From an optimization exercise on the open Yosys and OpenROAD flow, aimed at small area; shortcuts taken in it are not production practice. At most, simulation tests tie the RTL to the original design; equivalence was not proved. Power is estimated from default activity; no workload was simulated.

// nasdaq_moldudp_itch
module nasdaq_moldudp_itch (
    input  wire        clk,
    input  wire        rst,
    input  wire        udp_payload_valid,
    input  wire [7:0]  udp_payload_data,
    input  wire        udp_payload_start,
    input  wire        udp_payload_end,
    output wire [79:0] session_id,
    output wire [63:0] sequence_number,
    output wire [15:0] message_count,
    output wire        session_valid,
    output wire        sequence_gap,
    output wire [31:0] gap_count,
    output wire [31:0] packet_count,
    output wire [31:0] msg_extracted,
    output wire        msg_valid,
    output wire [7:0]  msg_type,
    output wire        msg_error,
    output wire        add_order_valid,
    output wire [15:0] stock_locate,
    output wire [15:0] tracking_number,
    output wire [47:0] timestamp,
    output wire [63:0] order_ref,
    output wire        buy_sell,
    output wire [31:0] shares,
    output wire [63:0] stock_symbol,
    output wire [31:0] price,
    output wire        order_executed_valid,
    output wire [31:0] exec_shares,
    output wire [63:0] match_number,
    output wire        order_cancel_valid,
    output wire [31:0] cancel_shares,
    output wire        order_delete_valid,
    output wire        order_replace_valid,
    output wire [63:0] original_order_ref,
    output wire [63:0] new_order_ref,
    output wire [31:0] new_shares,
    output wire [31:0] new_price,
  ...
Size: about 2500 cells after synthesis, roughly 730 flip-flops, ~940 I/O pins.
==> flow/config.mk <==
export PLATFORM = sky130hd
export DESIGN_NAME = nasdaq_moldudp_itch
export DESIGN_NICKNAME = nasdaq_moldudp_itch
export VERILOG_FILES = /design/flow/design.v
export SDC_FILE = /design/flow/constraint.sdc
export NUM_CORES = 4
export LEC_CHECK = 0
export CAP_MARGIN = 20
export CORE_MARGIN = 2
export CORE_UTILIZATION = 40
export CTS_BUF_LIST = sky130_fd_sc_hd__clkbuf_8
export CTS_CLUSTER_DIAMETER = 50
export CTS_CLUSTER_SIZE = 20
export SLEW_MARGIN = 20
==> flow/constraint.sdc <==
create_clock -name core_clock -period 5.0 [get_ports {clk}]
set_input_delay 1.0000 -clock core_clock [delete_from_list [all_inputs] [get_ports {clk}]]
set_output_delay 1.0000 -clock core_clock [all_outputs]
set_load 0.01 [all_outputs]
standard.sh (not shown) runs the stock make flow with config.mk's settings and CLKGATE_MAP_FILE= SYNTH_SCRIPT=/design/flow/synth_recipe.tcl, a recipe that flattens the netlist after the stock synthesis.
==> flow/flow/run.sh <==
#!/bin/bash
# Standard ORFS layout (the standard.sh), with two layout-only changes:
#  - port buffers use the smallest buffer cell instead of clkdlybuf4s50_1;
#  - buffers that Yosys inserted (e.g. to split nets that feed several output
#    ports) are removed at floorplan, since every port gets its own buffer anyway.
# Synthesis is the standard synthesis, unchanged.
set -euo pipefail
export BUFFER_PORTS_ARGS="-buffer_cell sky130_fd_sc_hd__buf_1"
export REMOVE_ABC_BUFFERS=1
bash standard.sh > standard_flow.log 2>&1
Change:
Settings changed: CORE_UTILIZATION 40 to 55, CTS_CLUSTER_DIAMETER 50 to 80.
Outcome: This time the run failed in I/O pin placement on PPL-0024. Synthesized cell count is unchanged. Area after synthesis stays the same.
Change:
Settings changed: CORE_UTILIZATION 55 to 40, CTS_BUF_LIST sky130_fd_sc_hd__clkbuf_8 to sky130_fd_sc_hd__clkbuf_16, CTS_CLUSTER_DIAMETER 80 to 60, CTS_CLUSTER_SIZE 20 to 24.
After rerunning:
- Now the flow passed the timing, DRC and antenna checks
- synthesized cell count stays the same
- synthesized area does not change
No run of this note included a check of the RTL's function; only the layout flow was run.

---

Another version of the RTL of nasdaq_moldudp_itch (not shown whole).
Size in the first run: about 2,400 cells after synthesis, roughly 720 flip-flops, about 0.031 mm² of cells after synthesis.
==> flow/config.mk <==
export PLATFORM = sky130hd
export DESIGN_NAME = nasdaq_moldudp_itch
export DESIGN_NICKNAME = nasdaq_moldudp_itch
export VERILOG_FILES = /design/flow/design.v
export SDC_FILE = /design/flow/constraint.sdc
export NUM_CORES = 4
export LEC_CHECK = 0
export CAP_MARGIN = 20
export CORE_MARGIN = 2
export CORE_UTILIZATION = 40
export CTS_BUF_LIST = sky130_fd_sc_hd__clkbuf_8
export CTS_CLUSTER_DIAMETER = 60
export CTS_CLUSTER_SIZE = 16
export SLEW_MARGIN = 20
==> flow/constraint.sdc <==
create_clock -name core_clock -period 5.0 [get_ports {clk}]
set_input_delay 1.0000 -clock core_clock [delete_from_list [all_inputs] [get_ports {clk}]]
set_output_delay 1.0000 -clock core_clock [all_outputs]
set_load 0.01 [all_outputs]
==> flow/flow/run.sh <==
#!/bin/bash
# Standard ORFS layout (the standard.sh), with layout-only changes:
#  - port buffers use the smallest buffer cell instead of clkdlybuf4s50_1;
#  - buffers that Yosys inserted (e.g. to split nets that feed several output
#    ports) are removed at floorplan, since every port gets its own buffer anyway;
#  - clock tree synthesis without dummy balancing loads.
# Synthesis is the standard synthesis, unchanged.
set -euo pipefail
export BUFFER_PORTS_ARGS="-buffer_cell sky130_fd_sc_hd__buf_1"
export REMOVE_ABC_BUFFERS=1
export CTS_ARGS="-sink_clustering_enable -repair_clock_nets -sink_clustering_size 16 -sink_clustering_max_diameter 60 -buf_list sky130_fd_sc_hd__clkbuf_8 -dont_use_dummy_load"
bash standard.sh > standard_flow.log 2>&1
Change:
--- a/flow/flow/run.sh
+++ b/flow/flow/run.sh
@@ -10,3 +10,3 @@
 export REMOVE_ABC_BUFFERS=1
-export CTS_ARGS="-sink_clustering_enable -repair_clock_nets -sink_clustering_size 16 -sink_clustering_max_diameter 60 -buf_list sky130_fd_sc_hd__clkbuf_8 -dont_use_dummy_load"
+export CTS_ARGS="-sink_clustering_enable -repair_clock_nets -sink_clustering_size 16 -sink_clustering_max_diameter 75 -buf_list sky130_fd_sc_hd__clkbuf_8 -dont_use_dummy_load"
 bash standard.sh > standard_flow.log 2>&1
Settings changed: CORE_UTILIZATION 40 to 47, CTS_CLUSTER_DIAMETER 60 to 75.
What happened: Now the flow stopped in 3_2_place_iop (PPL-0024); synthesized cell count does not change; area after synthesis stays the same.
Change:
==> flow/flow/run.sh (replaced) <==
#!/bin/bash
# Standard ORFS layout (the standard.sh), with two layout-only changes:
#  - port buffers use the smallest buffer cell instead of clkdlybuf4s50_1;
#  - buffers that Yosys inserted (e.g. to split nets that feed several output
#    ports) are removed at floorplan, since every port gets its own buffer anyway.
# Synthesis is the standard synthesis, unchanged.
set -euo pipefail
export BUFFER_PORTS_ARGS="-buffer_cell sky130_fd_sc_hd__buf_1"
export REMOVE_ABC_BUFFERS=1
bash standard.sh > standard_flow.log 2>&1
Settings changed: CAP_MARGIN 20 to 0, CORE_UTILIZATION 47 to 40, CTS_CLUSTER_DIAMETER 75 to 60, SLEW_MARGIN 20 to 0.
After rerunning: Now the flow finished clean. Area after synthesis does not change. Synthesized cell count is unchanged.
Change:
==> flow/flow/run.sh (replaced) <==
#!/bin/bash
# Standard ORFS layout (the standard.sh), with layout-only changes:
#  - port buffers use the smallest buffer cell instead of clkdlybuf4s50_1;
#  - buffers that Yosys inserted (e.g. to split nets that feed several output
#    ports) are removed at floorplan, since every port gets its own buffer anyway;
#  - clock tree synthesis without dummy balancing loads.
# Synthesis is the standard synthesis, unchanged.
set -euo pipefail
export BUFFER_PORTS_ARGS="-buffer_cell sky130_fd_sc_hd__buf_1"
export REMOVE_ABC_BUFFERS=1
export CTS_ARGS="-sink_clustering_enable -repair_clock_nets -sink_clustering_size 16 -sink_clustering_max_diameter 75 -buf_list sky130_fd_sc_hd__clkbuf_8 -dont_use_dummy_load"
bash standard.sh > standard_flow.log 2>&1
Settings changed: CAP_MARGIN 0 to 20, CTS_CLUSTER_DIAMETER 60 to 75, SLEW_MARGIN 0 to 20.
The changed run completed with no timing, DRC or antenna violations. Clock power falls by 17%. Hold slack stays flat. Register-to-register slack barely changes. Clock skew climbs by 0.024 ns. Sequential power stays flat. Global-route usage stays flat. Core utilization fell by 0.58 points.

[afterwards: timing with drivers on the ports]
The flow's constraints put no driver on any port. The routed layouts listed below were extracted and timed again, unchanged, in two steps.
Step 1 (the two cells are an assumption about what drives the block):
set clk [get_ports {clk}]
set_driving_cell -lib_cell sky130_fd_sc_hd__clkbuf_16 $clk
set_driving_cell -lib_cell sky130_fd_sc_hd__buf_2 [delete_from_list [all_inputs] $clk]
Step 2 adds t to the input delays and takes it off the output delays; t is the mean of the earliest and latest rising clock arrival at the registers after step 1. Input paths then give back, and output paths get back, about the clock's delay inside the block.
Three values: ideal ports, drivers, drivers and shift; two values: the first two.
run | shift t [ns] | setup slack, ns | worst register clock-pin slew, ns | pins driven straight from the clock port
the first run of note 1 | 0.758 | 0.479 / 0.479 / 0.479 | 0.12 / 0.12 | 1
the third run of note 1 | 0.709 | 0.471 / 0.471 / 0.471 | 0.09 / 0.09 | 1
the first run of note 2 | 0.734 | 0.466 / 0.466 / 0.466 | 0.11 / 0.11 | 1
the third run of note 2 | 0.772 | 0.536 / 0.536 / 0.536 | 0.11 / 0.11 | 1
the fourth run of note 2 | 0.707 | 0.524 / 0.524 / 0.524 | 0.11 / 0.11 | 1
After both steps every run listed still meets setup and hold.
